Source: an optimization exercise on an open RTL-to-GDS flow (aim: small area and a short achievable clock period). Production flows keep margins and buffers that such runs may drop.
The RTL was checked by simulation tests, not by an equivalence proof against the original design.

--- flow/design.v ---
module sqrt_16s (
    input         clk,
    input  [15:0] data_i,
    input         vld_i,
    output [15:0] data_o,
    output        vld_o
);
    function [6:0] tbl3;
        input [5:0] v;
        case (v)
            6'd0: tbl3 = {3'd0, 4'd0};
            6'd1: tbl3 = {3'd1, 4'd0};
            6'd2: tbl3 = {3'd1, 4'd1};
            6'd3: tbl3 = {3'd1, 4'd2};
            6'd4: tbl3 = {3'd2, 4'd0};
            6'd5: tbl3 = {3'd2, 4'd1};
            6'd6: tbl3 = {3'd2, 4'd2};
            6'd7: tbl3 = {3'd2, 4'd3};
            6'd8: tbl3 = {3'd2, 4'd4};
            6'd9: tbl3 = {3'd3, 4'd0};
            6'd10: tbl3 = {3'd3, 4'd1};
            6'd11: tbl3 = {3'd3, 4'd2};
            6'd12: tbl3 = {3'd3, 4'd3};
            6'd13: tbl3 = {3'd3, 4'd4};
            6'd14: tbl3 = {3'd3, 4'd5};
            6'd15: tbl3 = {3'd3, 4'd6};
            6'd16: tbl3 = {3'd4, 4'd0};
            6'd17: tbl3 = {3'd4, 4'd1};
            6'd18: tbl3 = {3'd4, 4'd2};
            6'd19: tbl3 = {3'd4, 4'd3};
            6'd20: tbl3 = {3'd4, 4'd4};
            6'd21: tbl3 = {3'd4, 4'd5};
            6'd22: tbl3 = {3'd4, 4'd6};
            6'd23: tbl3 = {3'd4, 4'd7};
            6'd24: tbl3 = {3'd4, 4'd8};
            6'd25: tbl3 = {3'd5, 4'd0};
            6'd26: tbl3 = {3'd5, 4'd1};
            6'd27: tbl3 = {3'd5, 4'd2};
            6'd28: tbl3 = {3'd5, 4'd3};
            6'd29: tbl3 = {3'd5, 4'd4};
            6'd30: tbl3 = {3'd5, 4'd5};
            6'd31: tbl3 = {3'd5, 4'd6};
            6'd32: tbl3 = {3'd5, 4'd7};
            6'd33: tbl3 = {3'd5, 4'd8};
            6'd34: tbl3 = {3'd5, 4'd9};
            6'd35: tbl3 = {3'd5, 4'd10};
            6'd36: tbl3 = {3'd6, 4'd0};
            6'd37: tbl3 = {3'd6, 4'd1};
            6'd38: tbl3 = {3'd6, 4'd2};
            6'd39: tbl3 = {3'd6, 4'd3};
            6'd40: tbl3 = {3'd6, 4'd4};
            6'd41: tbl3 = {3'd6, 4'd5};
            6'd42: tbl3 = {3'd6, 4'd6};
            6'd43: tbl3 = {3'd6, 4'd7};
            6'd44: tbl3 = {3'd6, 4'd8};
            6'd45: tbl3 = {3'd6, 4'd9};
            6'd46: tbl3 = {3'd6, 4'd10};
            6'd47: tbl3 = {3'd6, 4'd11};
            6'd48: tbl3 = {3'd6, 4'd12};
            6'd49: tbl3 = {3'd7, 4'd0};
            6'd50: tbl3 = {3'd7, 4'd1};
            6'd51: tbl3 = {3'd7, 4'd2};
            6'd52: tbl3 = {3'd7, 4'd3};
            6'd53: tbl3 = {3'd7, 4'd4};
            6'd54: tbl3 = {3'd7, 4'd5};
            6'd55: tbl3 = {3'd7, 4'd6};
            6'd56: tbl3 = {3'd7, 4'd7};
            6'd57: tbl3 = {3'd7, 4'd8};
            6'd58: tbl3 = {3'd7, 4'd9};
            6'd59: tbl3 = {3'd7, 4'd10};
            6'd60: tbl3 = {3'd7, 4'd11};
            6'd61: tbl3 = {3'd7, 4'd12};
            6'd62: tbl3 = {3'd7, 4'd13};
            6'd63: tbl3 = {3'd7, 4'd14};
            default: tbl3 = 7'bx;
        endcase
    endfunction
    wire [6:0] t3 = tbl3(data_i[15:10]);
    wire [2:0] q3 = t3[6:4];
    wire [3:0] r3 = t3[3:0];
    wire [9:0] x3 = data_i[9:0];
    reg  [2:0] q_r3;
    always @(posedge clk) q_r3 <= q3;
    reg  [3:0] r_r3;
    always @(posedge clk) r_r3 <= r3;
    reg  [9:0] x_r3;
    always @(posedge clk) x_r3 <= x3;
    reg  [0:0] v_r3;
    always @(posedge clk) v_r3 <= vld_i;
    wire [5:0] a4 = {r_r3, x_r3[9:8]};
    wire [5:0] b4 = {1'b0, q_r3, 2'b01};
    wire [5:0] g4_0 = ~a4 & b4;
    wire [5:0] p4_0 = ~a4 | b4;
    wire g4_1_1 = g4_0[1] | (p4_0[1] & g4_0[0]);
    wire p4_1_1 = p4_0[1] & p4_0[0];
    wire g4_1_3 = g4_0[3] | (p4_0[3] & g4_0[2]);
    wire p4_1_3 = p4_0[3] & p4_0[2];
    wire g4_1_5 = g4_0[5] | (p4_0[5] & g4_0[4]);
    wire p4_1_5 = p4_0[5] & p4_0[4];
    wire g4_2_3 = g4_1_3 | (p4_1_3 & g4_1_1);
    wire p4_2_3 = p4_1_3 & p4_1_1;
    wire g4_5_5 = g4_1_5 | (p4_1_5 & g4_2_3);
    wire p4_5_5 = p4_1_5 & p4_2_3;
    wire g4_6_2 = g4_0[2] | (p4_0[2] & g4_1_1);
    wire p4_6_2 = p4_0[2] & p4_1_1;
    wire g4_6_4 = g4_0[4] | (p4_0[4] & g4_2_3);
    wire p4_6_4 = p4_0[4] & p4_2_3;
    wire s4 = g4_5_5;
    wire [4:0] c4 = {g4_2_3, g4_6_2, g4_1_1, g4_0[0], 1'b0};
    wire [4:0] r4 = a4[4:0] ^ ({5{~s4}} & (b4[4:0] ^ c4));
    wire [3:0] q4 = {q_r3, ~s4};
    wire [7:0] x4 = x_r3[7:0];
    reg  [3:0] q_r4;
    always @(posedge clk) q_r4 <= q4;
    reg  [4:0] r_r4;
    always @(posedge clk) r_r4 <= r4;
    reg  [7:0] x_r4;
    always @(posedge clk) x_r4 <= x4;
    reg  [0:0] v_r4;
    always @(posedge clk) v_r4 <= v_r3;
    wire [6:0] a5 = {r_r4, x_r4[7:6]};
    wire [6:0] b5 = {1'b0, q_r4, 2'b01};
    wire [6:0] g5_0 = ~a5 & b5;
    wire [6:0] p5_0 = ~a5 | b5;
    wire g5_1_1 = g5_0[1] | (p5_0[1] & g5_0[0]);
    wire p5_1_1 = p5_0[1] & p5_0[0];
    wire g5_1_3 = g5_0[3] | (p5_0[3] & g5_0[2]);
    wire p5_1_3 = p5_0[3] & p5_0[2];
    wire g5_1_5 = g5_0[5] | (p5_0[5] & g5_0[4]);
    wire p5_1_5 = p5_0[5] & p5_0[4];
    wire g5_2_3 = g5_1_3 | (p5_1_3 & g5_1_1);
    wire p5_2_3 = p5_1_3 & p5_1_1;
    wire g5_5_5 = g5_1_5 | (p5_1_5 & g5_2_3);
    wire p5_5_5 = p5_1_5 & p5_2_3;
    wire g5_6_2 = g5_0[2] | (p5_0[2] & g5_1_1);
    wire p5_6_2 = p5_0[2] & p5_1_1;
    wire g5_6_4 = g5_0[4] | (p5_0[4] & g5_2_3);
    wire p5_6_4 = p5_0[4] & p5_2_3;
    wire g5_6_6 = g5_0[6] | (p5_0[6] & g5_5_5);
    wire p5_6_6 = p5_0[6] & p5_5_5;
    wire s5 = g5_6_6;
    wire [5:0] c5 = {g5_6_4, g5_2_3, g5_6_2, g5_1_1, g5_0[0], 1'b0};
    wire [5:0] r5 = a5[5:0] ^ ({6{~s5}} & (b5[5:0] ^ c5));
    wire [4:0] q5 = {q_r4, ~s5};
    wire [5:0] x5 = x_r4[5:0];
    reg  [4:0] q_r5;
    always @(posedge clk) q_r5 <= q5;
    reg  [5:0] r_r5;
    always @(posedge clk) r_r5 <= r5;
    reg  [5:0] x_r5;
    always @(posedge clk) x_r5 <= x5;
    reg  [0:0] v_r5;
    always @(posedge clk) v_r5 <= v_r4;
    wire [7:0] a6 = {r_r5, x_r5[5:4]};
    wire [7:0] b6 = {1'b0, q_r5, 2'b01};
    wire [7:0] g6_0 = ~a6 & b6;
    wire [7:0] p6_0 = ~a6 | b6;
    wire g6_1_1 = g6_0[1] | (p6_0[1] & g6_0[0]);
    wire p6_1_1 = p6_0[1] & p6_0[0];
    wire g6_1_3 = g6_0[3] | (p6_0[3] & g6_0[2]);
    wire p6_1_3 = p6_0[3] & p6_0[2];
    wire g6_1_5 = g6_0[5] | (p6_0[5] & g6_0[4]);
    wire p6_1_5 = p6_0[5] & p6_0[4];
    wire g6_1_7 = g6_0[7] | (p6_0[7] & g6_0[6]);
    wire p6_1_7 = p6_0[7] & p6_0[6];
    wire g6_2_3 = g6_1_3 | (p6_1_3 & g6_1_1);
    wire p6_2_3 = p6_1_3 & p6_1_1;
    wire g6_2_7 = g6_1_7 | (p6_1_7 & g6_1_5);
    wire p6_2_7 = p6_1_7 & p6_1_5;
    wire g6_3_7 = g6_2_7 | (p6_2_7 & g6_2_3);
    wire p6_3_7 = p6_2_7 & p6_2_3;
    wire g6_5_5 = g6_1_5 | (p6_1_5 & g6_2_3);
    wire p6_5_5 = p6_1_5 & p6_2_3;
    wire g6_6_2 = g6_0[2] | (p6_0[2] & g6_1_1);
    wire p6_6_2 = p6_0[2] & p6_1_1;
    wire g6_6_4 = g6_0[4] | (p6_0[4] & g6_2_3);
    wire p6_6_4 = p6_0[4] & p6_2_3;
    wire g6_6_6 = g6_0[6] | (p6_0[6] & g6_5_5);
    wire p6_6_6 = p6_0[6] & p6_5_5;
    wire s6 = g6_3_7;
    wire [6:0] c6 = {g6_5_5, g6_6_4, g6_2_3, g6_6_2, g6_1_1, g6_0[0], 1'b0};
    wire [6:0] r6 = a6[6:0] ^ ({7{~s6}} & (b6[6:0] ^ c6));
    wire [5:0] q6 = {q_r5, ~s6};
    wire [3:0] x6 = x_r5[3:0];
    reg  [5:0] q_r6;
    always @(posedge clk) q_r6 <= q6;
    reg  [6:0] r_r6;
    always @(posedge clk) r_r6 <= r6;
    reg  [3:0] x_r6;
    always @(posedge clk) x_r6 <= x6;
    reg  [0:0] v_r6;
    always @(posedge clk) v_r6 <= v_r5;
    wire [8:0] a7 = {r_r6, x_r6[3:2]};
    wire [8:0] b7 = {1'b0, q_r6, 2'b01};
    wire [8:0] g7_0 = ~a7 & b7;
    wire [8:0] p7_0 = ~a7 | b7;
    wire g7_1_1 = g7_0[1] | (p7_0[1] & g7_0[0]);
    wire p7_1_1 = p7_0[1] & p7_0[0];
    wire g7_1_3 = g7_0[3] | (p7_0[3] & g7_0[2]);
    wire p7_1_3 = p7_0[3] & p7_0[2];
    wire g7_1_5 = g7_0[5] | (p7_0[5] & g7_0[4]);
    wire p7_1_5 = p7_0[5] & p7_0[4];
    wire g7_1_7 = g7_0[7] | (p7_0[7] & g7_0[6]);
    wire p7_1_7 = p7_0[7] & p7_0[6];
    wire g7_2_3 = g7_1_3 | (p7_1_3 & g7_1_1);
    wire p7_2_3 = p7_1_3 & p7_1_1;
    wire g7_2_7 = g7_1_7 | (p7_1_7 & g7_1_5);
    wire p7_2_7 = p7_1_7 & p7_1_5;
    wire g7_3_7 = g7_2_7 | (p7_2_7 & g7_2_3);
    wire p7_3_7 = p7_2_7 & p7_2_3;
    wire g7_7_5 = g7_1_5 | (p7_1_5 & g7_2_3);
    wire p7_7_5 = p7_1_5 & p7_2_3;
    wire g7_8_2 = g7_0[2] | (p7_0[2] & g7_1_1);
    wire p7_8_2 = p7_0[2] & p7_1_1;
    wire g7_8_4 = g7_0[4] | (p7_0[4] & g7_2_3);
    wire p7_8_4 = p7_0[4] & p7_2_3;
    wire g7_8_6 = g7_0[6] | (p7_0[6] & g7_7_5);
    wire p7_8_6 = p7_0[6] & p7_7_5;
    wire g7_8_8 = g7_0[8] | (p7_0[8] & g7_3_7);
    wire p7_8_8 = p7_0[8] & p7_3_7;
    wire s7 = g7_8_8;
    wire [7:0] c7 = {g7_8_6, g7_7_5, g7_8_4, g7_2_3, g7_8_2, g7_1_1, g7_0[0], 1'b0};
    wire [7:0] r7 = a7[7:0] ^ ({8{~s7}} & (b7[7:0] ^ c7));
    wire [6:0] q7 = {q_r6, ~s7};
    wire [1:0] x7 = x_r6[1:0];
    reg  [6:0] q_r7;
    always @(posedge clk) q_r7 <= q7;
    reg  [7:0] r_r7;
    always @(posedge clk) r_r7 <= r7;
    reg  [1:0] x_r7;
    always @(posedge clk) x_r7 <= x7;
    reg  [0:0] v_r7;
    always @(posedge clk) v_r7 <= v_r6;
    wire [9:0] a8 = {r_r7, x_r7[1:0]};
    wire [9:0] b8 = {1'b0, q_r7, 2'b01};
    wire [9:0] g8_0 = ~a8 & b8;
    wire [9:0] p8_0 = ~a8 | b8;
    wire g8_1_1 = g8_0[1] | (p8_0[1] & g8_0[0]);
    wire p8_1_1 = p8_0[1] & p8_0[0];
    wire g8_1_3 = g8_0[3] | (p8_0[3] & g8_0[2]);
    wire p8_1_3 = p8_0[3] & p8_0[2];
    wire g8_1_5 = g8_0[5] | (p8_0[5] & g8_0[4]);
    wire p8_1_5 = p8_0[5] & p8_0[4];
    wire g8_1_7 = g8_0[7] | (p8_0[7] & g8_0[6]);
    wire p8_1_7 = p8_0[7] & p8_0[6];
    wire g8_1_9 = g8_0[9] | (p8_0[9] & g8_0[8]);
    wire p8_1_9 = p8_0[9] & p8_0[8];
    wire g8_2_3 = g8_1_3 | (p8_1_3 & g8_1_1);
    wire p8_2_3 = p8_1_3 & p8_1_1;
    wire g8_2_7 = g8_1_7 | (p8_1_7 & g8_1_5);
    wire p8_2_7 = p8_1_7 & p8_1_5;
    wire g8_3_7 = g8_2_7 | (p8_2_7 & g8_2_3);
    wire p8_3_7 = p8_2_7 & p8_2_3;
    wire g8_7_5 = g8_1_5 | (p8_1_5 & g8_2_3);
    wire p8_7_5 = p8_1_5 & p8_2_3;
    wire g8_7_9 = g8_1_9 | (p8_1_9 & g8_3_7);
    wire p8_7_9 = p8_1_9 & p8_3_7;
    wire g8_8_2 = g8_0[2] | (p8_0[2] & g8_1_1);
    wire p8_8_2 = p8_0[2] & p8_1_1;
    wire g8_8_4 = g8_0[4] | (p8_0[4] & g8_2_3);
    wire p8_8_4 = p8_0[4] & p8_2_3;
    wire g8_8_6 = g8_0[6] | (p8_0[6] & g8_7_5);
    wire p8_8_6 = p8_0[6] & p8_7_5;
    wire g8_8_8 = g8_0[8] | (p8_0[8] & g8_3_7);
    wire p8_8_8 = p8_0[8] & p8_3_7;
    wire s8 = g8_7_9;
    wire [8:0] c8 = {g8_3_7, g8_8_6, g8_7_5, g8_8_4, g8_2_3, g8_8_2, g8_1_1, g8_0[0], 1'b0};
    wire [8:0] r8 = a8[8:0] ^ ({9{~s8}} & (b8[8:0] ^ c8));
    wire [7:0] q8 = {q_r7, ~s8};
    reg  [7:0] q_r8;
    always @(posedge clk) q_r8 <= q8;
    reg  [8:0] r_r8;
    always @(posedge clk) r_r8 <= r8;
    reg  [0:0] v_r8;
    always @(posedge clk) v_r8 <= v_r7;
    wire [10:0] a9 = {r_r8, 2'b00};
    wire [10:0] b9 = {1'b0, q_r8, 2'b01};
    wire [10:0] g9_0 = ~a9 & b9;
    wire [10:0] p9_0 = ~a9 | b9;
    wire g9_1_1 = g9_0[1] | (p9_0[1] & g9_0[0]);
    wire p9_1_1 = p9_0[1] & p9_0[0];
    wire g9_1_3 = g9_0[3] | (p9_0[3] & g9_0[2]);
    wire p9_1_3 = p9_0[3] & p9_0[2];
    wire g9_1_5 = g9_0[5] | (p9_0[5] & g9_0[4]);
    wire p9_1_5 = p9_0[5] & p9_0[4];
    wire g9_1_7 = g9_0[7] | (p9_0[7] & g9_0[6]);
    wire p9_1_7 = p9_0[7] & p9_0[6];
    wire g9_1_9 = g9_0[9] | (p9_0[9] & g9_0[8]);
    wire p9_1_9 = p9_0[9] & p9_0[8];
    wire g9_2_3 = g9_1_3 | (p9_1_3 & g9_1_1);
    wire p9_2_3 = p9_1_3 & p9_1_1;
    wire g9_2_7 = g9_1_7 | (p9_1_7 & g9_1_5);
    wire p9_2_7 = p9_1_7 & p9_1_5;
    wire g9_3_7 = g9_2_7 | (p9_2_7 & g9_2_3);
    wire p9_3_7 = p9_2_7 & p9_2_3;
    wire g9_7_5 = g9_1_5 | (p9_1_5 & g9_2_3);
    wire p9_7_5 = p9_1_5 & p9_2_3;
    wire g9_7_9 = g9_1_9 | (p9_1_9 & g9_3_7);
    wire p9_7_9 = p9_1_9 & p9_3_7;
    wire g9_8_2 = g9_0[2] | (p9_0[2] & g9_1_1);
    wire p9_8_2 = p9_0[2] & p9_1_1;
    wire g9_8_4 = g9_0[4] | (p9_0[4] & g9_2_3);
    wire p9_8_4 = p9_0[4] & p9_2_3;
    wire g9_8_6 = g9_0[6] | (p9_0[6] & g9_7_5);
    wire p9_8_6 = p9_0[6] & p9_7_5;
    wire g9_8_8 = g9_0[8] | (p9_0[8] & g9_3_7);
    wire p9_8_8 = p9_0[8] & p9_3_7;
    wire g9_8_10 = g9_0[10] | (p9_0[10] & g9_7_9);
    wire p9_8_10 = p9_0[10] & p9_7_9;
    wire s9 = g9_8_10;
    wire [9:0] c9 = {g9_8_8, g9_3_7, g9_8_6, g9_7_5, g9_8_4, g9_2_3, g9_8_2, g9_1_1, g9_0[0], 1'b0};
    wire [9:0] r9 = a9[9:0] ^ ({10{~s9}} & (b9[9:0] ^ c9));
    wire [8:0] q9 = {q_r8, ~s9};
    reg  [8:0] q_r9;
    always @(posedge clk) q_r9 <= q9;
    reg  [9:0] r_r9;
    always @(posedge clk) r_r9 <= r9;
    reg  [0:0] v_r9;
    always @(posedge clk) v_r9 <= v_r8;
    wire [11:0] a10 = {r_r9, 2'b00};
    wire [11:0] b10 = {1'b0, q_r9, 2'b01};
    wire [11:0] g10_0 = ~a10 & b10;
    wire [11:0] p10_0 = ~a10 | b10;
    wire g10_1_1 = g10_0[1] | (p10_0[1] & g10_0[0]);
    wire p10_1_1 = p10_0[1] & p10_0[0];
    wire g10_1_3 = g10_0[3] | (p10_0[3] & g10_0[2]);
    wire p10_1_3 = p10_0[3] & p10_0[2];
    wire g10_1_5 = g10_0[5] | (p10_0[5] & g10_0[4]);
    wire p10_1_5 = p10_0[5] & p10_0[4];
    wire g10_1_7 = g10_0[7] | (p10_0[7] & g10_0[6]);
    wire p10_1_7 = p10_0[7] & p10_0[6];
    wire g10_1_9 = g10_0[9] | (p10_0[9] & g10_0[8]);
    wire p10_1_9 = p10_0[9] & p10_0[8];
    wire g10_1_11 = g10_0[11] | (p10_0[11] & g10_0[10]);
    wire p10_1_11 = p10_0[11] & p10_0[10];
    wire g10_2_3 = g10_1_3 | (p10_1_3 & g10_1_1);
    wire p10_2_3 = p10_1_3 & p10_1_1;
    wire g10_2_7 = g10_1_7 | (p10_1_7 & g10_1_5);
    wire p10_2_7 = p10_1_7 & p10_1_5;
    wire g10_2_11 = g10_1_11 | (p10_1_11 & g10_1_9);
    wire p10_2_11 = p10_1_11 & p10_1_9;
    wire g10_3_7 = g10_2_7 | (p10_2_7 & g10_2_3);
    wire p10_3_7 = p10_2_7 & p10_2_3;
    wire g10_6_11 = g10_2_11 | (p10_2_11 & g10_3_7);
    wire p10_6_11 = p10_2_11 & p10_3_7;
    wire g10_7_5 = g10_1_5 | (p10_1_5 & g10_2_3);
    wire p10_7_5 = p10_1_5 & p10_2_3;
    wire g10_7_9 = g10_1_9 | (p10_1_9 & g10_3_7);
    wire p10_7_9 = p10_1_9 & p10_3_7;
    wire g10_8_2 = g10_0[2] | (p10_0[2] & g10_1_1);
    wire p10_8_2 = p10_0[2] & p10_1_1;
    wire g10_8_4 = g10_0[4] | (p10_0[4] & g10_2_3);
    wire p10_8_4 = p10_0[4] & p10_2_3;
    wire g10_8_6 = g10_0[6] | (p10_0[6] & g10_7_5);
    wire p10_8_6 = p10_0[6] & p10_7_5;
    wire g10_8_8 = g10_0[8] | (p10_0[8] & g10_3_7);
    wire p10_8_8 = p10_0[8] & p10_3_7;
    wire g10_8_10 = g10_0[10] | (p10_0[10] & g10_7_9);
    wire p10_8_10 = p10_0[10] & p10_7_9;
    wire s10 = g10_6_11;
    wire [10:0] c10 = {g10_7_9, g10_8_8, g10_3_7, g10_8_6, g10_7_5, g10_8_4, g10_2_3, g10_8_2, g10_1_1, g10_0[0], 1'b0};
    wire [10:0] r10 = a10[10:0] ^ ({11{~s10}} & (b10[10:0] ^ c10));
    wire [9:0] q10 = {q_r9, ~s10};
    reg  [9:0] q_r10;
    always @(posedge clk) q_r10 <= q10;
    reg  [10:0] r_r10;
    always @(posedge clk) r_r10 <= r10;
    reg  [0:0] v_r10;
    always @(posedge clk) v_r10 <= v_r9;
    wire [12:0] a11 = {r_r10, 2'b00};
    wire [12:0] b11 = {1'b0, q_r10, 2'b01};
    wire [12:0] g11_0 = ~a11 & b11;
    wire [12:0] p11_0 = ~a11 | b11;
    wire g11_1_1 = g11_0[1] | (p11_0[1] & g11_0[0]);
    wire p11_1_1 = p11_0[1] & p11_0[0];
    wire g11_1_3 = g11_0[3] | (p11_0[3] & g11_0[2]);
    wire p11_1_3 = p11_0[3] & p11_0[2];
    wire g11_1_5 = g11_0[5] | (p11_0[5] & g11_0[4]);
    wire p11_1_5 = p11_0[5] & p11_0[4];
    wire g11_1_7 = g11_0[7] | (p11_0[7] & g11_0[6]);
    wire p11_1_7 = p11_0[7] & p11_0[6];
    wire g11_1_9 = g11_0[9] | (p11_0[9] & g11_0[8]);
    wire p11_1_9 = p11_0[9] & p11_0[8];
    wire g11_1_11 = g11_0[11] | (p11_0[11] & g11_0[10]);
    wire p11_1_11 = p11_0[11] & p11_0[10];
    wire g11_2_3 = g11_1_3 | (p11_1_3 & g11_1_1);
    wire p11_2_3 = p11_1_3 & p11_1_1;
    wire g11_2_7 = g11_1_7 | (p11_1_7 & g11_1_5);
    wire p11_2_7 = p11_1_7 & p11_1_5;
    wire g11_2_11 = g11_1_11 | (p11_1_11 & g11_1_9);
    wire p11_2_11 = p11_1_11 & p11_1_9;
    wire g11_3_7 = g11_2_7 | (p11_2_7 & g11_2_3);
    wire p11_3_7 = p11_2_7 & p11_2_3;
    wire g11_6_11 = g11_2_11 | (p11_2_11 & g11_3_7);
    wire p11_6_11 = p11_2_11 & p11_3_7;
    wire g11_7_5 = g11_1_5 | (p11_1_5 & g11_2_3);
    wire p11_7_5 = p11_1_5 & p11_2_3;
    wire g11_7_9 = g11_1_9 | (p11_1_9 & g11_3_7);
    wire p11_7_9 = p11_1_9 & p11_3_7;
    wire g11_8_2 = g11_0[2] | (p11_0[2] & g11_1_1);
    wire p11_8_2 = p11_0[2] & p11_1_1;
    wire g11_8_4 = g11_0[4] | (p11_0[4] & g11_2_3);
    wire p11_8_4 = p11_0[4] & p11_2_3;
    wire g11_8_6 = g11_0[6] | (p11_0[6] & g11_7_5);
    wire p11_8_6 = p11_0[6] & p11_7_5;
    wire g11_8_8 = g11_0[8] | (p11_0[8] & g11_3_7);
    wire p11_8_8 = p11_0[8] & p11_3_7;
    wire g11_8_10 = g11_0[10] | (p11_0[10] & g11_7_9);
    wire p11_8_10 = p11_0[10] & p11_7_9;
    wire g11_8_12 = g11_0[12] | (p11_0[12] & g11_6_11);
    wire p11_8_12 = p11_0[12] & p11_6_11;
    wire s11 = g11_8_12;
    wire [11:0] c11 = {g11_8_10, g11_7_9, g11_8_8, g11_3_7, g11_8_6, g11_7_5, g11_8_4, g11_2_3, g11_8_2, g11_1_1, g11_0[0], 1'b0};
    wire [11:0] r11 = a11[11:0] ^ ({12{~s11}} & (b11[11:0] ^ c11));
    wire [10:0] q11 = {q_r10, ~s11};
    reg  [10:0] q_r11;
    always @(posedge clk) q_r11 <= q11;
    reg  [11:0] r_r11;
    always @(posedge clk) r_r11 <= r11;
    reg  [0:0] v_r11;
    always @(posedge clk) v_r11 <= v_r10;
    wire [13:0] a12 = {r_r11, 2'b00};
    wire [13:0] b12 = {1'b0, q_r11, 2'b01};
    wire [13:0] g12_0 = ~a12 & b12;
    wire [13:0] p12_0 = ~a12 | b12;
    wire g12_1_1 = g12_0[1] | (p12_0[1] & g12_0[0]);
    wire p12_1_1 = p12_0[1] & p12_0[0];
    wire g12_1_3 = g12_0[3] | (p12_0[3] & g12_0[2]);
    wire p12_1_3 = p12_0[3] & p12_0[2];
    wire g12_1_5 = g12_0[5] | (p12_0[5] & g12_0[4]);
    wire p12_1_5 = p12_0[5] & p12_0[4];
    wire g12_1_7 = g12_0[7] | (p12_0[7] & g12_0[6]);
    wire p12_1_7 = p12_0[7] & p12_0[6];
    wire g12_1_9 = g12_0[9] | (p12_0[9] & g12_0[8]);
    wire p12_1_9 = p12_0[9] & p12_0[8];
    wire g12_1_11 = g12_0[11] | (p12_0[11] & g12_0[10]);
    wire p12_1_11 = p12_0[11] & p12_0[10];
    wire g12_1_13 = g12_0[13] | (p12_0[13] & g12_0[12]);
    wire p12_1_13 = p12_0[13] & p12_0[12];
    wire g12_2_3 = g12_1_3 | (p12_1_3 & g12_1_1);
    wire p12_2_3 = p12_1_3 & p12_1_1;
    wire g12_2_7 = g12_1_7 | (p12_1_7 & g12_1_5);
    wire p12_2_7 = p12_1_7 & p12_1_5;
    wire g12_2_11 = g12_1_11 | (p12_1_11 & g12_1_9);
    wire p12_2_11 = p12_1_11 & p12_1_9;
    wire g12_3_7 = g12_2_7 | (p12_2_7 & g12_2_3);
    wire p12_3_7 = p12_2_7 & p12_2_3;
    wire g12_6_11 = g12_2_11 | (p12_2_11 & g12_3_7);
    wire p12_6_11 = p12_2_11 & p12_3_7;
    wire g12_7_5 = g12_1_5 | (p12_1_5 & g12_2_3);
    wire p12_7_5 = p12_1_5 & p12_2_3;
    wire g12_7_9 = g12_1_9 | (p12_1_9 & g12_3_7);
    wire p12_7_9 = p12_1_9 & p12_3_7;
    wire g12_7_13 = g12_1_13 | (p12_1_13 & g12_6_11);
    wire p12_7_13 = p12_1_13 & p12_6_11;
    wire g12_8_2 = g12_0[2] | (p12_0[2] & g12_1_1);
    wire p12_8_2 = p12_0[2] & p12_1_1;
    wire g12_8_4 = g12_0[4] | (p12_0[4] & g12_2_3);
    wire p12_8_4 = p12_0[4] & p12_2_3;
    wire g12_8_6 = g12_0[6] | (p12_0[6] & g12_7_5);
    wire p12_8_6 = p12_0[6] & p12_7_5;
    wire g12_8_8 = g12_0[8] | (p12_0[8] & g12_3_7);
    wire p12_8_8 = p12_0[8] & p12_3_7;
    wire g12_8_10 = g12_0[10] | (p12_0[10] & g12_7_9);
    wire p12_8_10 = p12_0[10] & p12_7_9;
    wire g12_8_12 = g12_0[12] | (p12_0[12] & g12_6_11);
    wire p12_8_12 = p12_0[12] & p12_6_11;
    wire s12 = g12_7_13;
    wire [12:0] c12 = {g12_6_11, g12_8_10, g12_7_9, g12_8_8, g12_3_7, g12_8_6, g12_7_5, g12_8_4, g12_2_3, g12_8_2, g12_1_1, g12_0[0], 1'b0};
    wire [12:0] r12 = a12[12:0] ^ ({13{~s12}} & (b12[12:0] ^ c12));
    wire [11:0] q12 = {q_r11, ~s12};
    reg  [11:0] q_r12;
    always @(posedge clk) q_r12 <= q12;
    reg  [12:0] r_r12;
    always @(posedge clk) r_r12 <= r12;
    reg  [0:0] v_r12;
    always @(posedge clk) v_r12 <= v_r11;
    wire [14:0] a13 = {r_r12, 2'b00};
    wire [14:0] b13 = {1'b0, q_r12, 2'b01};
    wire [14:0] g13_0 = ~a13 & b13;
    wire [14:0] p13_0 = ~a13 | b13;
    wire g13_1_1 = g13_0[1] | (p13_0[1] & g13_0[0]);
    wire p13_1_1 = p13_0[1] & p13_0[0];
    wire g13_1_3 = g13_0[3] | (p13_0[3] & g13_0[2]);
    wire p13_1_3 = p13_0[3] & p13_0[2];
    wire g13_1_5 = g13_0[5] | (p13_0[5] & g13_0[4]);
    wire p13_1_5 = p13_0[5] & p13_0[4];
    wire g13_1_7 = g13_0[7] | (p13_0[7] & g13_0[6]);
    wire p13_1_7 = p13_0[7] & p13_0[6];
    wire g13_1_9 = g13_0[9] | (p13_0[9] & g13_0[8]);
    wire p13_1_9 = p13_0[9] & p13_0[8];
    wire g13_1_11 = g13_0[11] | (p13_0[11] & g13_0[10]);
    wire p13_1_11 = p13_0[11] & p13_0[10];
    wire g13_1_13 = g13_0[13] | (p13_0[13] & g13_0[12]);
    wire p13_1_13 = p13_0[13] & p13_0[12];
    wire g13_2_3 = g13_1_3 | (p13_1_3 & g13_1_1);
    wire p13_2_3 = p13_1_3 & p13_1_1;
    wire g13_2_7 = g13_1_7 | (p13_1_7 & g13_1_5);
    wire p13_2_7 = p13_1_7 & p13_1_5;
    wire g13_2_11 = g13_1_11 | (p13_1_11 & g13_1_9);
    wire p13_2_11 = p13_1_11 & p13_1_9;
    wire g13_3_7 = g13_2_7 | (p13_2_7 & g13_2_3);
    wire p13_3_7 = p13_2_7 & p13_2_3;
    wire g13_6_11 = g13_2_11 | (p13_2_11 & g13_3_7);
    wire p13_6_11 = p13_2_11 & p13_3_7;
    wire g13_7_5 = g13_1_5 | (p13_1_5 & g13_2_3);
    wire p13_7_5 = p13_1_5 & p13_2_3;
    wire g13_7_9 = g13_1_9 | (p13_1_9 & g13_3_7);
    wire p13_7_9 = p13_1_9 & p13_3_7;
    wire g13_7_13 = g13_1_13 | (p13_1_13 & g13_6_11);
    wire p13_7_13 = p13_1_13 & p13_6_11;
    wire g13_8_2 = g13_0[2] | (p13_0[2] & g13_1_1);
    wire p13_8_2 = p13_0[2] & p13_1_1;
    wire g13_8_4 = g13_0[4] | (p13_0[4] & g13_2_3);
    wire p13_8_4 = p13_0[4] & p13_2_3;
    wire g13_8_6 = g13_0[6] | (p13_0[6] & g13_7_5);
    wire p13_8_6 = p13_0[6] & p13_7_5;
    wire g13_8_8 = g13_0[8] | (p13_0[8] & g13_3_7);
    wire p13_8_8 = p13_0[8] & p13_3_7;
    wire g13_8_10 = g13_0[10] | (p13_0[10] & g13_7_9);
    wire p13_8_10 = p13_0[10] & p13_7_9;
    wire g13_8_12 = g13_0[12] | (p13_0[12] & g13_6_11);
    wire p13_8_12 = p13_0[12] & p13_6_11;
    wire g13_8_14 = g13_0[14] | (p13_0[14] & g13_7_13);
    wire p13_8_14 = p13_0[14] & p13_7_13;
    wire s13 = g13_8_14;
    wire [13:0] c13 = {g13_8_12, g13_6_11, g13_8_10, g13_7_9, g13_8_8, g13_3_7, g13_8_6, g13_7_5, g13_8_4, g13_2_3, g13_8_2, g13_1_1, g13_0[0], 1'b0};
    wire [13:0] r13 = a13[13:0] ^ ({14{~s13}} & (b13[13:0] ^ c13));
    wire [12:0] q13 = {q_r12, ~s13};
    reg  [12:0] q_r13;
    always @(posedge clk) q_r13 <= q13;
    reg  [13:0] r_r13;
    always @(posedge clk) r_r13 <= r13;
    reg  [0:0] v_r13;
    always @(posedge clk) v_r13 <= v_r12;
    wire [15:0] a14 = {r_r13, 2'b00};
    wire [15:0] b14 = {1'b0, q_r13, 2'b01};
    wire [15:0] g14_0 = ~a14 & b14;
    wire [15:0] p14_0 = ~a14 | b14;
    wire g14_1_1 = g14_0[1] | (p14_0[1] & g14_0[0]);
    wire p14_1_1 = p14_0[1] & p14_0[0];
    wire g14_1_3 = g14_0[3] | (p14_0[3] & g14_0[2]);
    wire p14_1_3 = p14_0[3] & p14_0[2];
    wire g14_1_5 = g14_0[5] | (p14_0[5] & g14_0[4]);
    wire p14_1_5 = p14_0[5] & p14_0[4];
    wire g14_1_7 = g14_0[7] | (p14_0[7] & g14_0[6]);
    wire p14_1_7 = p14_0[7] & p14_0[6];
    wire g14_1_9 = g14_0[9] | (p14_0[9] & g14_0[8]);
    wire p14_1_9 = p14_0[9] & p14_0[8];
    wire g14_1_11 = g14_0[11] | (p14_0[11] & g14_0[10]);
    wire p14_1_11 = p14_0[11] & p14_0[10];
    wire g14_1_13 = g14_0[13] | (p14_0[13] & g14_0[12]);
    wire p14_1_13 = p14_0[13] & p14_0[12];
    wire g14_1_15 = g14_0[15] | (p14_0[15] & g14_0[14]);
    wire p14_1_15 = p14_0[15] & p14_0[14];
    wire g14_2_3 = g14_1_3 | (p14_1_3 & g14_1_1);
    wire p14_2_3 = p14_1_3 & p14_1_1;
    wire g14_2_7 = g14_1_7 | (p14_1_7 & g14_1_5);
    wire p14_2_7 = p14_1_7 & p14_1_5;
    wire g14_2_11 = g14_1_11 | (p14_1_11 & g14_1_9);
    wire p14_2_11 = p14_1_11 & p14_1_9;
    wire g14_2_15 = g14_1_15 | (p14_1_15 & g14_1_13);
    wire p14_2_15 = p14_1_15 & p14_1_13;
    wire g14_3_7 = g14_2_7 | (p14_2_7 & g14_2_3);
    wire p14_3_7 = p14_2_7 & p14_2_3;
    wire g14_3_15 = g14_2_15 | (p14_2_15 & g14_2_11);
    wire p14_3_15 = p14_2_15 & p14_2_11;
    wire g14_4_15 = g14_3_15 | (p14_3_15 & g14_3_7);
    wire p14_4_15 = p14_3_15 & p14_3_7;
    wire g14_6_11 = g14_2_11 | (p14_2_11 & g14_3_7);
    wire p14_6_11 = p14_2_11 & p14_3_7;
    wire g14_7_5 = g14_1_5 | (p14_1_5 & g14_2_3);
    wire p14_7_5 = p14_1_5 & p14_2_3;
    wire g14_7_9 = g14_1_9 | (p14_1_9 & g14_3_7);
    wire p14_7_9 = p14_1_9 & p14_3_7;
    wire g14_7_13 = g14_1_13 | (p14_1_13 & g14_6_11);
    wire p14_7_13 = p14_1_13 & p14_6_11;
    wire g14_8_2 = g14_0[2] | (p14_0[2] & g14_1_1);
    wire p14_8_2 = p14_0[2] & p14_1_1;
    wire g14_8_4 = g14_0[4] | (p14_0[4] & g14_2_3);
    wire p14_8_4 = p14_0[4] & p14_2_3;
    wire g14_8_6 = g14_0[6] | (p14_0[6] & g14_7_5);
    wire p14_8_6 = p14_0[6] & p14_7_5;
    wire g14_8_8 = g14_0[8] | (p14_0[8] & g14_3_7);
    wire p14_8_8 = p14_0[8] & p14_3_7;
    wire g14_8_10 = g14_0[10] | (p14_0[10] & g14_7_9);
    wire p14_8_10 = p14_0[10] & p14_7_9;
    wire g14_8_12 = g14_0[12] | (p14_0[12] & g14_6_11);
    wire p14_8_12 = p14_0[12] & p14_6_11;
    wire g14_8_14 = g14_0[14] | (p14_0[14] & g14_7_13);
    wire p14_8_14 = p14_0[14] & p14_7_13;
    wire s14 = g14_4_15;
    wire [14:0] c14 = {g14_7_13, g14_8_12, g14_6_11, g14_8_10, g14_7_9, g14_8_8, g14_3_7, g14_8_6, g14_7_5, g14_8_4, g14_2_3, g14_8_2, g14_1_1, g14_0[0], 1'b0};
    wire [14:0] r14 = a14[14:0] ^ ({15{~s14}} & (b14[14:0] ^ c14));
    wire [13:0] q14 = {q_r13, ~s14};
    reg  [13:0] q_r14;
    always @(posedge clk) q_r14 <= q14;
    reg  [14:0] r_r14;
    always @(posedge clk) r_r14 <= r14;
    reg  [0:0] v_r14;
    always @(posedge clk) v_r14 <= v_r13;
    wire [16:0] a15 = {r_r14, 2'b00};
    wire [16:0] b15 = {1'b0, q_r14, 2'b01};
    wire [16:0] g15_0 = ~a15 & b15;
    wire [16:0] p15_0 = ~a15 | b15;
    wire g15_1_1 = g15_0[1] | (p15_0[1] & g15_0[0]);
    wire p15_1_1 = p15_0[1] & p15_0[0];
    wire g15_1_3 = g15_0[3] | (p15_0[3] & g15_0[2]);
    wire p15_1_3 = p15_0[3] & p15_0[2];
    wire g15_1_5 = g15_0[5] | (p15_0[5] & g15_0[4]);
    wire p15_1_5 = p15_0[5] & p15_0[4];
    wire g15_1_7 = g15_0[7] | (p15_0[7] & g15_0[6]);
    wire p15_1_7 = p15_0[7] & p15_0[6];
    wire g15_1_9 = g15_0[9] | (p15_0[9] & g15_0[8]);
    wire p15_1_9 = p15_0[9] & p15_0[8];
    wire g15_1_11 = g15_0[11] | (p15_0[11] & g15_0[10]);
    wire p15_1_11 = p15_0[11] & p15_0[10];
    wire g15_1_13 = g15_0[13] | (p15_0[13] & g15_0[12]);
    wire p15_1_13 = p15_0[13] & p15_0[12];
    wire g15_1_15 = g15_0[15] | (p15_0[15] & g15_0[14]);
    wire p15_1_15 = p15_0[15] & p15_0[14];
    wire g15_2_3 = g15_1_3 | (p15_1_3 & g15_1_1);
    wire p15_2_3 = p15_1_3 & p15_1_1;
    wire g15_2_7 = g15_1_7 | (p15_1_7 & g15_1_5);
    wire p15_2_7 = p15_1_7 & p15_1_5;
    wire g15_2_11 = g15_1_11 | (p15_1_11 & g15_1_9);
    wire p15_2_11 = p15_1_11 & p15_1_9;
    wire g15_2_15 = g15_1_15 | (p15_1_15 & g15_1_13);
    wire p15_2_15 = p15_1_15 & p15_1_13;
    wire g15_3_7 = g15_2_7 | (p15_2_7 & g15_2_3);
    wire p15_3_7 = p15_2_7 & p15_2_3;
    wire g15_3_15 = g15_2_15 | (p15_2_15 & g15_2_11);
    wire p15_3_15 = p15_2_15 & p15_2_11;
    wire g15_4_15 = g15_3_15 | (p15_3_15 & g15_3_7);
    wire p15_4_15 = p15_3_15 & p15_3_7;
    wire g15_8_11 = g15_2_11 | (p15_2_11 & g15_3_7);
    wire p15_8_11 = p15_2_11 & p15_3_7;
    wire g15_9_5 = g15_1_5 | (p15_1_5 & g15_2_3);
    wire p15_9_5 = p15_1_5 & p15_2_3;
    wire g15_9_9 = g15_1_9 | (p15_1_9 & g15_3_7);
    wire p15_9_9 = p15_1_9 & p15_3_7;
    wire g15_9_13 = g15_1_13 | (p15_1_13 & g15_8_11);
    wire p15_9_13 = p15_1_13 & p15_8_11;
    wire g15_10_2 = g15_0[2] | (p15_0[2] & g15_1_1);
    wire p15_10_2 = p15_0[2] & p15_1_1;
    wire g15_10_4 = g15_0[4] | (p15_0[4] & g15_2_3);
    wire p15_10_4 = p15_0[4] & p15_2_3;
    wire g15_10_6 = g15_0[6] | (p15_0[6] & g15_9_5);
    wire p15_10_6 = p15_0[6] & p15_9_5;
    wire g15_10_8 = g15_0[8] | (p15_0[8] & g15_3_7);
    wire p15_10_8 = p15_0[8] & p15_3_7;
    wire g15_10_10 = g15_0[10] | (p15_0[10] & g15_9_9);
    wire p15_10_10 = p15_0[10] & p15_9_9;
    wire g15_10_12 = g15_0[12] | (p15_0[12] & g15_8_11);
    wire p15_10_12 = p15_0[12] & p15_8_11;
    wire g15_10_14 = g15_0[14] | (p15_0[14] & g15_9_13);
    wire p15_10_14 = p15_0[14] & p15_9_13;
    wire g15_10_16 = g15_0[16] | (p15_0[16] & g15_4_15);
    wire p15_10_16 = p15_0[16] & p15_4_15;
    wire s15 = g15_10_16;
    wire [15:0] c15 = {g15_10_14, g15_9_13, g15_10_12, g15_8_11, g15_10_10, g15_9_9, g15_10_8, g15_3_7, g15_10_6, g15_9_5, g15_10_4, g15_2_3, g15_10_2, g15_1_1, g15_0[0], 1'b0};
    wire [15:0] r15 = a15[15:0] ^ ({16{~s15}} & (b15[15:0] ^ c15));
    wire [14:0] q15 = {q_r14, ~s15};
    reg  [14:0] q_r15;
    always @(posedge clk) q_r15 <= q15;
    reg  [15:0] r_r15;
    always @(posedge clk) r_r15 <= r15;
    reg  [0:0] v_r15;
    always @(posedge clk) v_r15 <= v_r14;
    wire [17:0] a16 = {r_r15, 2'b00};
    wire [17:0] b16 = {1'b0, q_r15, 2'b01};
    wire [17:0] g16_0 = ~a16 & b16;
    wire [17:0] p16_0 = ~a16 | b16;
    wire g16_1_1 = g16_0[1] | (p16_0[1] & g16_0[0]);
    wire p16_1_1 = p16_0[1] & p16_0[0];
    wire g16_1_3 = g16_0[3] | (p16_0[3] & g16_0[2]);
    wire p16_1_3 = p16_0[3] & p16_0[2];
    wire g16_1_5 = g16_0[5] | (p16_0[5] & g16_0[4]);
    wire p16_1_5 = p16_0[5] & p16_0[4];
    wire g16_1_7 = g16_0[7] | (p16_0[7] & g16_0[6]);
    wire p16_1_7 = p16_0[7] & p16_0[6];
    wire g16_1_9 = g16_0[9] | (p16_0[9] & g16_0[8]);
    wire p16_1_9 = p16_0[9] & p16_0[8];
    wire g16_1_11 = g16_0[11] | (p16_0[11] & g16_0[10]);
    wire p16_1_11 = p16_0[11] & p16_0[10];
    wire g16_1_13 = g16_0[13] | (p16_0[13] & g16_0[12]);
    wire p16_1_13 = p16_0[13] & p16_0[12];
    wire g16_1_15 = g16_0[15] | (p16_0[15] & g16_0[14]);
    wire p16_1_15 = p16_0[15] & p16_0[14];
    wire g16_1_17 = g16_0[17] | (p16_0[17] & g16_0[16]);
    wire p16_1_17 = p16_0[17] & p16_0[16];
    wire g16_2_3 = g16_1_3 | (p16_1_3 & g16_1_1);
    wire p16_2_3 = p16_1_3 & p16_1_1;
    wire g16_2_7 = g16_1_7 | (p16_1_7 & g16_1_5);
    wire p16_2_7 = p16_1_7 & p16_1_5;
    wire g16_2_11 = g16_1_11 | (p16_1_11 & g16_1_9);
    wire p16_2_11 = p16_1_11 & p16_1_9;
    wire g16_2_15 = g16_1_15 | (p16_1_15 & g16_1_13);
    wire p16_2_15 = p16_1_15 & p16_1_13;
    wire g16_3_7 = g16_2_7 | (p16_2_7 & g16_2_3);
    wire p16_3_7 = p16_2_7 & p16_2_3;
    wire g16_3_15 = g16_2_15 | (p16_2_15 & g16_2_11);
    wire p16_3_15 = p16_2_15 & p16_2_11;
    wire g16_4_15 = g16_3_15 | (p16_3_15 & g16_3_7);
    wire p16_4_15 = p16_3_15 & p16_3_7;
    wire g16_8_11 = g16_2_11 | (p16_2_11 & g16_3_7);
    wire p16_8_11 = p16_2_11 & p16_3_7;
    wire g16_9_5 = g16_1_5 | (p16_1_5 & g16_2_3);
    wire p16_9_5 = p16_1_5 & p16_2_3;
    wire g16_9_9 = g16_1_9 | (p16_1_9 & g16_3_7);
    wire p16_9_9 = p16_1_9 & p16_3_7;
    wire g16_9_13 = g16_1_13 | (p16_1_13 & g16_8_11);
    wire p16_9_13 = p16_1_13 & p16_8_11;
    wire g16_9_17 = g16_1_17 | (p16_1_17 & g16_4_15);
    wire p16_9_17 = p16_1_17 & p16_4_15;
    wire g16_10_2 = g16_0[2] | (p16_0[2] & g16_1_1);
    wire p16_10_2 = p16_0[2] & p16_1_1;
    wire g16_10_4 = g16_0[4] | (p16_0[4] & g16_2_3);
    wire p16_10_4 = p16_0[4] & p16_2_3;
    wire g16_10_6 = g16_0[6] | (p16_0[6] & g16_9_5);
    wire p16_10_6 = p16_0[6] & p16_9_5;
    wire g16_10_8 = g16_0[8] | (p16_0[8] & g16_3_7);
    wire p16_10_8 = p16_0[8] & p16_3_7;
    wire g16_10_10 = g16_0[10] | (p16_0[10] & g16_9_9);
    wire p16_10_10 = p16_0[10] & p16_9_9;
    wire g16_10_12 = g16_0[12] | (p16_0[12] & g16_8_11);
    wire p16_10_12 = p16_0[12] & p16_8_11;
    wire g16_10_14 = g16_0[14] | (p16_0[14] & g16_9_13);
    wire p16_10_14 = p16_0[14] & p16_9_13;
    wire g16_10_16 = g16_0[16] | (p16_0[16] & g16_4_15);
    wire p16_10_16 = p16_0[16] & p16_4_15;
    wire s16 = g16_9_17;
    wire [15:0] q16 = {q_r15, ~s16};
    reg  [15:0] q_r16;
    always @(posedge clk) q_r16 <= q16;
    reg  [0:0] v_r16;
    always @(posedge clk) v_r16 <= v_r15;
    assign data_o = q_r16;
    assign vld_o  = v_r16;
endmodule
--- flow/run.sh ---
#!/bin/bash
# synth_recipe.tcl (not shown) runs the flow's synth.tcl, then flattens the netlist and writes it again
# the make line also repeats each setting of config.mk as NAME=value (left out here)
make -C /OpenROAD-flow-scripts/flow DESIGN_CONFIG=/design/flow/config.mk WORK_HOME=/design/flow/orfs CLKGATE_MAP_FILE= SYNTH_SCRIPT=/design/flow/synth_recipe.tcl finish
--- flow/config.mk ---
export PLATFORM = sky130hd
export DESIGN_NAME = sqrt_16s
export DESIGN_NICKNAME = sqrt_16s
export VERILOG_FILES = /design/flow/design.v
export SDC_FILE = /design/flow/constraint.sdc
export NUM_CORES = 4
export LEC_CHECK = 0
export ABC_AREA = 1
export CAP_MARGIN = 20
export CORE_MARGIN = 2
export CORE_UTILIZATION = 40
export CTS_BUF_LIST = sky130_fd_sc_hd__clkbuf_8
export CTS_CLUSTER_DIAMETER = 60
export CTS_CLUSTER_SIZE = 20
export SETUP_SLACK_MARGIN = 1.3
export SLEW_MARGIN = 20
--- flow/constraint.sdc ---
create_clock -name core_clock -period 3.0 [get_ports {clk}]
set_input_delay 0.6000 -clock core_clock [delete_from_list [all_inputs] [get_ports {clk}]]
set_output_delay 0.6000 -clock core_clock [all_outputs]
set_load 0.01 [all_outputs]
==> key figures, run 1 <==
Finish
  • Final #Nets: 1609
  • Final cell count without fillers: 1985
  • Post-route cell area: 14500 sq um
  • Area grow syn2layout: 23.7%
  • Diodes inserted: 0
  • Most frequent cells in the layout: 293 x nand2_1, 242 x dfxtp_1, 221 x inv_1
  • Share of layout cells above drive strength 1: 0.259
  • Most common cell after layout, fill and taps aside: nand2_1

Synth
  • Cells after Synth: 1449
  • Synth area leader: dfxtp_1
  • Synth Area in Compound Gates: 0.0803
  • Post-Syn Area per Cell: 8.10 sq um
  • Post-synthesis mux area share: 0
  • Register area share after synthesis: 0.500
  • FFs w/ async S/R, synth: 0
  • Mapped Area: 11700 sq um
  • Largest cells by area after synthesis: dfxtp_1 50%, nand2_1 11%, inv_1 7.6%
  • EDFF count, synth: 0
  • Synthesized-area fraction occupied by and/or/nand/nor cells: 0.235
  • Synth warn: 1
  • Xor/xnor share of the synthesized area: 0.0857
  • Share of the synthesized area in the top cell type: 0.500
  • Largest family of logic cells by synthesized area: simple AND/OR/NAND/NOR gates
  • Post-Syn Nets: 1476
  • Top FF cell, synth: dfxtp_1
  • FF+latch count, synth: 293
  • Post-synth cell types: 48
  • Post-Synth Adder-Cell Area: 0.0121

Floorplanning
  • Chip Width: 175 um
  • Die area: 30700 sq um
  • Initial Util: 0.408
  • I/O pin count: 35
  • Die height: 175 um
  • Core region area: 28800 sq um
  • Row cnt: 62

Placement
  • Detailed placement HPWL: 13.9 mm
  • Pre-CTS setup slack: 0.813 ns
  • Post-placement cell area: 12500 sq um
  • Placed insts: 1860
  • Final weighted congestion in routability-driven placement: 0.780
  • IO Port Bufs: 34

Routing
  • 1st-pass router iterations: 4
  • DR vias: 9001
  • Via density: 4.53
  • Final ANT Viol Nets: 0
  • Routed WL: 21.0 mm
  • Post-route DRC: 0
  • Routed WL per cell: 10.6 um
  • Starting DRT DRC Count: 277

Clock tree
  • CTS tree: built
  • Hold buffers post-CTS: 0
  • Sink Count: 293
  • Worst skew pair latency: 0.57 ns
  • CTS Root Cell: clkbuf_8
  • Cts bufs inserted: 26
  • H-tree depth: 1
  • CTS max path bufs: 3
  • Clock transition at the registers of the reported paths: 0.10 ns

Timing
  • Slew margin rel.: 0.566
  • Worst setup margin: 1.34 ns
  • RSZ-0062 raised after global routing: true
  • Final setup fails: 0
  • Max Clock Skew: 0.0256 ns
  • Fmax: 604 MHz
  • Final hold violation count: 0
  • Post-layout min period: 1.66 ns
  • Tcrit/Tclk final: 0.552
  • Setup TNS: 0 ns
  • Final Slew Violations: 0
  • Least-Margin Pin Slew: 0.650 ns

Critical path
  • Worst setup SP type: register
  • Worst path most repeated cell: nand2_2
  • Stages on worst setup path: 11
  • Crit-path leading delay family: simple AND/OR/NAND/NOR gates
  • Required @ worst endpoint: 3.47 ns
  • Critical Path Start: x_r5[4]$_DFF_P_
  • Critical-path maximum fanout: 7
  • Worst R2R Start: x_r5[4]$_DFF_P_
  • Worst Path Arrival: 2.13 ns
  • Worst setup EP type: register
  • Reg2reg end: r_r6[1]$_DFF_P_
  • R2r setup slk: 1.34 ns
  • CP Class: register to register
  • Max incr delay on CP: 0.35 ns
  • Crit-path cells: nor2_4 -> nand2_2 -> o21ai_4 -> nand2_2 -> a21oi_4 -> nand2_2 -> nand2_2 -> a21oi_4 -> buf_12 -> ha_4 -> xor2_1
  • Slowest cell on the critical path: dfxtp_2
  • Worst R2R Path Depth: 11
  • Bufs and invs on worst path: 1

Global route
  • Vias in the first global route: 8249
  • Antenna violations before repair: 0
  • GRT Overall Usage: 0.125
  • First-pass GRT wire length: 33.2 mm
  • Largest net degree at the start of global routing: 21
  • Total gr overflow: 0

Hold path
  • Hold crit path type: register to register
  • Hold depth: 0
  • Hold_sp: x_r3[4]$_DFF_P_
  • Hold endpoint: x_r4[4]$_DFF_P_

Flow run
  • Max-cap viol count: 0

Run status
  • Status: finished clean
how the worst max path moves through the flow:
stage	endpoint	slack (ns)
finish	r_r6[1]$_DFF_P_	1.34
floorplan	r_r8[1]$_DFF_P_	1.40
global placement	r_r3[2]$_DFF_P_	0.90
detailed placement	r_r3[2]$_DFF_P_	0.81
CTS	data_o[1]	1.26
global route	r_r15[15]$_DFF_P_	1.19
logic make-up (layout without fill, tap and decap cells):
logic type | after synthesis | in the layout
AO/OA/AOI/OAI | 159 | 159
XOR/XNOR | 114 | 114
adder cells (fa/ha/maj) | 12 | 12
buffers and inverters | 258 | 405
flip-flops | 293 | 293
AND/OR/NAND/NOR | 613 | 618
routing by layer:
metal	part of all wire	vias up	global-route usage
met5	0	-	0
met4	0.031	0	0.0503
met3	0.029	50	0.0227
met2	0.57	112	0.257
met1	0.37	4066	0.121
li1	-	4773	-
registers in the layout, indices dropped and copies added (netlist names), 9 cells and up:
name / cells
r_r10: 9
q_r12: 12
r_r15: 14
q_r9: 9
q_r13: 13
r_r14: 13
q_r14: 14
r_r12: 11
r_r11: 10
q_r11: 11
q_r15: 15
x_r3: 10
q_r16: 16
q_r10: 10
r_r13: 12
r_r8: 9
area by class of cell:
type / instances / area [sq um]
timing repair buffer: 105 / 820
clock buffer: 29 / 399
sequential: 293 / 5930
clock inverter: 18 / 181
fill: 2676 / 14300
tap: 384 / 480
multi-input combinational: 903 / 5740
inverter: 251 / 962
timing repair inverter: 2 / 12.5
what timing repair did:
item,4_1_cts,5_1_grt
pin swaps,19,82
cloned,1,6
setup endpoints to repair,74,100
setup buffers,15,56
gates resized for setup,110,247
per-stage QoR:
step | hold WS (ns) | util
2_1_floorplan | 0.310 | -
3_3_place_gp | 0.310 | 0.434
6_report | 0.327 | 0.505
4_1_cts | 0.322 | 0.460
5_1_grt | 0.322 | 0.505
3_5_place_dp | 0.312 | 0.434
cell usage after synthesis (all sizes together), types with 3 or more instances:
master	count
a21boi	3
a21oi	52
a221oi	4
a31oi	3
buf	5
dfxtp	293
ha	9
inv	251
maj3	3
nand2	364
nand3	107
nand3b	12
nand4	15
nor2	88
nor3	4
o211ai	4
o21ai	83
o22ai	3
or2	20
xnor2	21
xor2	93
==> run 2: changes to the inputs <==
==> flow/flow/run.sh (new file) <==
#!/bin/bash
bash standard.sh > standard.log 2>&1
==> flow/standard.sh (new file) <==
#!/bin/bash
# synth_recipe.tcl (not shown) runs the flow's synth.tcl, then flattens the netlist and writes it again
# the make line also repeats each setting of config.mk as NAME=value (left out here)
make -C /OpenROAD-flow-scripts/flow DESIGN_CONFIG=/design/flow/config.mk WORK_HOME=/design/flow/orfs CLKGATE_MAP_FILE= SYNTH_SCRIPT=/design/flow/synth_recipe.tcl "${@:-finish}"
--- a/flow/config.mk
+++ b/flow/config.mk
@@ -11,6 +11,3 @@
 export CORE_UTILIZATION = 40
-export CTS_BUF_LIST = sky130_fd_sc_hd__clkbuf_8
-export CTS_CLUSTER_DIAMETER = 60
-export CTS_CLUSTER_SIZE = 20
-export SETUP_SLACK_MARGIN = 1.3
+export SETUP_SLACK_MARGIN = 1.1
 export SLEW_MARGIN = 20
removed: flow/run.sh
==> key figures, run 2 <==
Synth
  • FF+latch count, synth: 293
  • Mapped Area: 11700 sq um
  • FFs w/ async S/R, synth: 0
  • Post-synth cell types: 48
  • Cells after Synth: 1449
  • EDFF count, synth: 0
  • Most frequent cell after synthesis: nand2_1
  • Largest cells by area after synthesis: dfxtp_1 50%, nand2_1 11%, inv_1 7.6%
  • Synth area leader: dfxtp_1
  • Top FF cell, synth: dfxtp_1
  • Synth cell count leaders: 339 x nand2_1, 293 x dfxtp_1, 238 x inv_1, 93 x xor2_1, 92 x nand3_1
  • Post-Syn Area per Cell: 8.10 sq um
  • Register area share after synthesis: 0.500
  • Share of the synthesized area in the top cell type: 0.500
  • Synth warn: 1
  • Post-Syn Nets: 1476

Global route
  • Vias in the first global route: 8134
  • First-pass GRT wire length: 32.9 mm
  • Total gr overflow: 0
  • Largest net degree at the start of global routing: 17
  • Antenna violations before repair: 0
  • GRT Overall Usage: 0.124

Timing
  • Setup TNS: 0 ns
  • Final hold violation count: 0
  • Worst setup margin: 1.24 ns
  • Slew margin rel.: 0.550
  • Final Slew Violations: 0
  • Max Clock Skew: 0.0208 ns
  • Post-layout min period: 1.76 ns
  • Fmax: 568 MHz
  • RSZ-0062 raised after global routing: true
  • Least-Margin Pin Slew: 0.675 ns
  • Tcrit/Tclk final: 0.587
  • Final setup fails: 0

Critical path
  • CP Class: register to register
  • R2r setup slk: 1.24 ns
  • Critical-path maximum fanout: 7
  • Required @ worst endpoint: 3.43 ns
  • Worst setup EP type: register
  • Worst R2R Path Depth: 12
  • Worst Path Arrival: 2.19 ns
  • Worst setup SP type: register

Finish
  • Largest register FFs: 16
  • Most common cell after layout, fill and taps aside: nand2_1
  • Top flop regs: q_r16 x16, q_r15 x15
  • Most frequent cells in the layout: 335 x nand2_1, 290 x dfxtp_1, 238 x inv_1
  • Final #Nets: 1538
  • Share of layout cells above drive strength 1: 0.0965
  • Area grow syn2layout: 15.9%
  • Layout fillers: 2722
  • Top reg by flops: q_r16
  • Final cell count without fillers: 1917
  • Diodes inserted: 0
  • Final core occ: 0.473

Floorplanning
  • Chip Width: 175 um
  • Die area: 30700 sq um
  • Die height: 175 um
  • Row cnt: 62
  • Core region area: 28800 sq um
  • Initial Util: 0.408
  • I/O pin count: 35

Clock tree
  • Hold buffers post-CTS: 0
  • Worst skew pair latency: 0.55 ns
  • Sink Count: 293
  • CTS Root Cell: clkbuf_16
  • Cts bufs inserted: 30
  • Clock transition at the registers of the reported paths: 0.06 ns
  • CTS tree: built
  • CTS max path bufs: 3
  • H-tree depth: 1

Routing
  • Via density: 4.42
  • Final ANT Viol Nets: 0
  • Post-route DRC: 0
  • Routed WL: 18.2 mm
  • 1st-pass router iterations: 4
  • Starting DRT DRC Count: 260
  • Routed WL per cell: 9.52 um
  • DR vias: 8471

Hold path
  • Hold crit path type: register to register
  • Hold depth: 0

Placement
  • Placed insts: 1860
  • IO Port Bufs: 34
  • Final weighted congestion in routability-driven placement: 0.780
  • Pre-CTS setup slack: 0.813 ns
  • Detailed placement HPWL: 13.9 mm

Run status
  • Status: finished clean

Flow run
  • Max-cap viol count: 0
[run 2: changes by cell type in the layout (fill, tap and decap cells not counted), sizes merged]
cell | before | now
buf | 88 | 3
dlygate4sd2 | 0 | 17
clkbuf | 29 | 44
inv | 262 | 250
nand2 | 369 | 364
bufinv | 0 | 3
clkinvlp | 3 | 1
clkinv | 6 | 7
[run 2: worst max-delay path, stage by stage, from the launching register on]
cell	delay (ns)
dfxtp_1	0.30
inv_1	0.08
nand2_2	0.07
a21oi_2	0.17
nand2_2	0.09
a21oi_4	0.20
nand3_2	0.10
nand2_2	0.08
nand2_1	0.08
nand2_2	0.08
inv_2	0.08
ha_1	0.19
xor2_1	0.13
[run 2: cells by family (layout without fill, tap and decap cells)]
kind of cell / Yosys count / after routing / synth area share
buf+inv: 258 / 342 / 0.0869
xor+xnor: 114 / 114 / 0.0857
fa+ha+maj: 12 / 12 / 0.0121
flops: 293 / 293 / 0.500
simple gates: 613 / 613 / 0.235
compound gates: 159 / 159 / 0.0803
[run 2: final timing paths]
kind	from	endpoint
max	x_r7[0]$_DFF_P_	r_r8[1]$_DFF_P_
min	v_r13$_DFF_P_	v_r14$_DFF_P_
max reg2reg	x_r7[0]$_DFF_P_	r_r8[1]$_DFF_P_
min reg2reg	v_r13$_DFF_P_	v_r14$_DFF_P_
[run 2: cell type report]
cell class	count	area (sq um)	area share
Clock buffer	44	885	0.0650
Timing Repair Buffer	37	342	0.0251
Inverter	251	952	0.0699
Tap cell	384	480	0.0353
Sequential cell	293	5870	0.431
Clock inverter	10	131	0.00965
Multi-Input combinational cell	898	4950	0.364
[run 2: stage by stage]
step	hold slack [ns]	cell area (sq um)
after floorplan	0.310	11700
after global placement	0.310	12500
after detailed placement	0.312	12500
after CTS	0.324	13500
after global routing	0.326	13600
final	0.311	13600
[run 2: metal layers]
metal | vias up | wire (um) | GRT usage
met3 | 42 | 571 | 0.0208
li1 | 4612 | - | -
met4 | 0 | 599 | 0.0462
met2 | 105 | 9840 | 0.255
met1 | 3712 | 7230 | 0.122
met5 | - | 0 | 0
[run 2: timing repair]
item,4_1_cts,5_1_grt
resized for setup,17,26
buffers inserted,0,3
endpoints found under the setup margin,17,40
pin swaps,0,4
==> run 3: changes to the inputs <==
==> flow/run.sh (new file) <==
#!/bin/bash
# synth_recipe.tcl (not shown) runs the flow's synth.tcl, then flattens the netlist and writes it again
# the make line also repeats each setting of config.mk as NAME=value (left out here)
make -C /OpenROAD-flow-scripts/flow DESIGN_CONFIG=/design/flow/config.mk WORK_HOME=/design/flow/orfs CLKGATE_MAP_FILE= SYNTH_SCRIPT=/design/flow/synth_recipe.tcl finish
--- a/flow/config.mk
+++ b/flow/config.mk
@@ -11,3 +11,3 @@
 export CORE_UTILIZATION = 40
-export SETUP_SLACK_MARGIN = 1.1
+export SETUP_SLACK_MARGIN = 1.2
 export SLEW_MARGIN = 20
removed: flow/flow/run.sh
removed: flow/standard.sh
==> key figures, run 3 <==
Run status
  • Status: finished clean

Hold path
  • Hold depth: 0
  • Hold_sp: v_r13$_DFF_P_

Global route
  • GRT Overall Usage: 0.124
  • First-pass GRT wire length: 32.9 mm
  • Gr busiest metal: met2
  • Largest net degree at the start of global routing: 17
  • Total gr overflow: 0
  • Met1 usage: 0.122

Critical path
  • Worst R2R Start: q_r12[11]$_DFF_P_
  • Worst setup EP type: output port
  • Crit-path cells: dlygate4sd2_1
  • Critical-path maximum fanout: 1
  • Worst Path Arrival: 1.11 ns
  • Reg2reg end: r_r13[7]$_DFF_P_
  • Required @ worst endpoint: 2.40 ns

Routing
  • 1st-pass router iterations: 4
  • Final ANT Viol Nets: 0
  • DR vias: 8634
  • Via density: 4.46
  • Routed WL per cell: 9.74 um
  • Starting DRT DRC Count: 269

Finish
  • Layout fillers: 2696
  • Share of layout cells above drive strength 1: 0.141
  • Area grow syn2layout: 18.7%
  • Top flop regs: q_r16 x16, q_r15 x15
  • Sequential cell area: 5880 sq um
  • Largest register FFs: 16
  • Diodes inserted: 0
  • Most frequent cells in the layout: 320 x nand2_1, 278 x dfxtp_1, 233 x inv_1
  • Most common cell after layout, fill and taps aside: nand2_1

Floorplanning
  • Die height: 175 um
  • Row cnt: 62
  • Core region area: 28800 sq um
  • I/O pin count: 35
  • Initial Util: 0.408
  • Chip Width: 175 um

Synth
  • FF+latch count, synth: 293
  • Share of the synthesized area in the top cell type: 0.500
  • Mapped Area: 11700 sq um
  • Post-Syn Nets: 1476
  • EDFF count, synth: 0
  • FFs w/ async S/R, synth: 0
  • Synth warn: 1
  • Most frequent cell after synthesis: nand2_1
  • Post-synth cell types: 48
  • Post-Syn Area per Cell: 8.10 sq um
  • Synth cell count leaders: 339 x nand2_1, 293 x dfxtp_1, 238 x inv_1, 93 x xor2_1, 92 x nand3_1

Timing
  • Max Clock Skew: 0.0203 ns
  • Final setup fails: 0
  • Setup TNS: 0 ns
  • Final hold violation count: 0
  • RSZ-0062 raised after global routing: true
  • Post-layout min period: 1.71 ns
  • Tcrit/Tclk final: 0.571
  • Final Slew Violations: 0
  • Fmax: 583 MHz

Clock tree
  • Clock transition at the registers of the reported paths: 0.06 ns
  • Cts bufs inserted: 30
  • H-tree depth: 1
  • Worst skew pair latency: 0.55 ns
  • CTS max path bufs: 3

Placement
  • Final weighted congestion in routability-driven placement: 0.780
  • Post-placement cell area: 12500 sq um

Flow run
  • Max-cap viol count: 0
==> run 3: repair_timing <==
action / in CTS / in global routing
gates cloned: 0 / 2
buffers inserted: 0 / 19
hold buffers: 0 / 0
setup endpoints to repair: 20 / 89
pin swaps: 0 / 27
gates resized for setup: 19 / 90
==> run 3: how the worst max path moves through the flow <==
stage / end / slack (ns) / cells past startpoint
after detailed placement: r_r3[2]$_DFF_P_ / 0.81 / 7
final: data_o[7] / 1.29 / 1
after floorplan: r_r8[1]$_DFF_P_ / 1.40 / 12
after global routing: r_r8[7]$_DFF_P_ / 1.16 / 12
after CTS: r_r7[1]$_DFF_P_ / 1.21 / 10
after global placement: r_r3[2]$_DFF_P_ / 0.90 / 7
==> run 3: final cells by class <==
cell class | count | share of cell area
clock inverters | 10 | 0.00943
multi-input cells | 900 | 0.368
flip-flops and latches | 293 | 0.422
well taps | 384 | 0.0345
clock buffers | 44 | 0.0635
repair buffers | 53 | 0.0331
inverters | 251 | 0.0689
==> run 3: layer usage <==
| layer | vias up | part of all wire | wire length (um) |
|---|---|---|---|
| li1 | 4662 | - | - |
| met1 | 3820 | 0.39 | 7380 |
| met2 | 104 | 0.54 | 10200 |
| met3 | 48 | 0.031 | 578 |
| met4 | 0 | 0.035 | 659 |
| met5 | - | 0 | 0 |
==> run 3: worst register-to-register path, delay by kind of cell (launching register included) <==
family / cells / cell delay (ns)
compound gates: 1 / 0.82
xor+xnor: 1 / 0.14
buf+inv: 1 / 0.07
flops: 1 / 0.35
simple gates: 2 / 0.26
==> run 3: cells by family after synthesis <==
| logic type | Yosys count | synth area share |
|---|---|---|
| AND/OR/NAND/NOR | 613 | 0.235 |
| flip-flops | 293 | 0.500 |
| XOR/XNOR | 114 | 0.0857 |
| buffers and inverters | 258 | 0.0869 |
| AO/OA/AOI/OAI | 159 | 0.0803 |
| adder cells (fa/ha/maj) | 12 | 0.0121 |
==> run 3: per-stage QoR <==
step | util | std cells | setup slack (ns) | hold WS (ns)
2_1_floorplan | - | 1449 | 1.40 | 0.310
3_3_place_gp | 0.434 | 1860 | 0.900 | 0.310
3_5_place_dp | 0.434 | 1860 | 0.813 | 0.312
4_1_cts | 0.469 | 1914 | 1.21 | 0.324
5_1_grt | 0.484 | 1935 | 1.16 | 0.326
6_report | 0.484 | 1935 | 1.29 | 0.312

[what the ideal ports hide]
The results above use ideal ports. As a check the final layouts listed here were re-extracted and re-timed, cells and wires unchanged. Step 1 (the two cells are an assumption about what drives the block):
set clk [get_ports {clk}]
set_driving_cell -lib_cell sky130_fd_sc_hd__clkbuf_16 $clk
set_driving_cell -lib_cell sky130_fd_sc_hd__buf_2 [delete_from_list [all_inputs] $clk]
Step 2 moves the port delays by t, midway between the first and last clock arrival at a register: inputs arrive t later, outputs are due t later. That takes back most of the time a late clock gives input paths. a / b / c = ideal ports / drivers / drivers and shift; a / b = the first two.
run	t, ns	setup slack, ns	worst setup path at the end
run 1	0.603	1.343 / 1.343 / 0.812	input to register
run 2	0.583	1.240 / 1.240 / 0.791	input to register
run 3	0.584	1.286 / 1.239 / 0.783	input to register
After both steps every run listed still meets setup and hold. The setup slack of run 1, which loses most, moves by 0.000 ns with the drivers and by -0.531 ns with both steps.
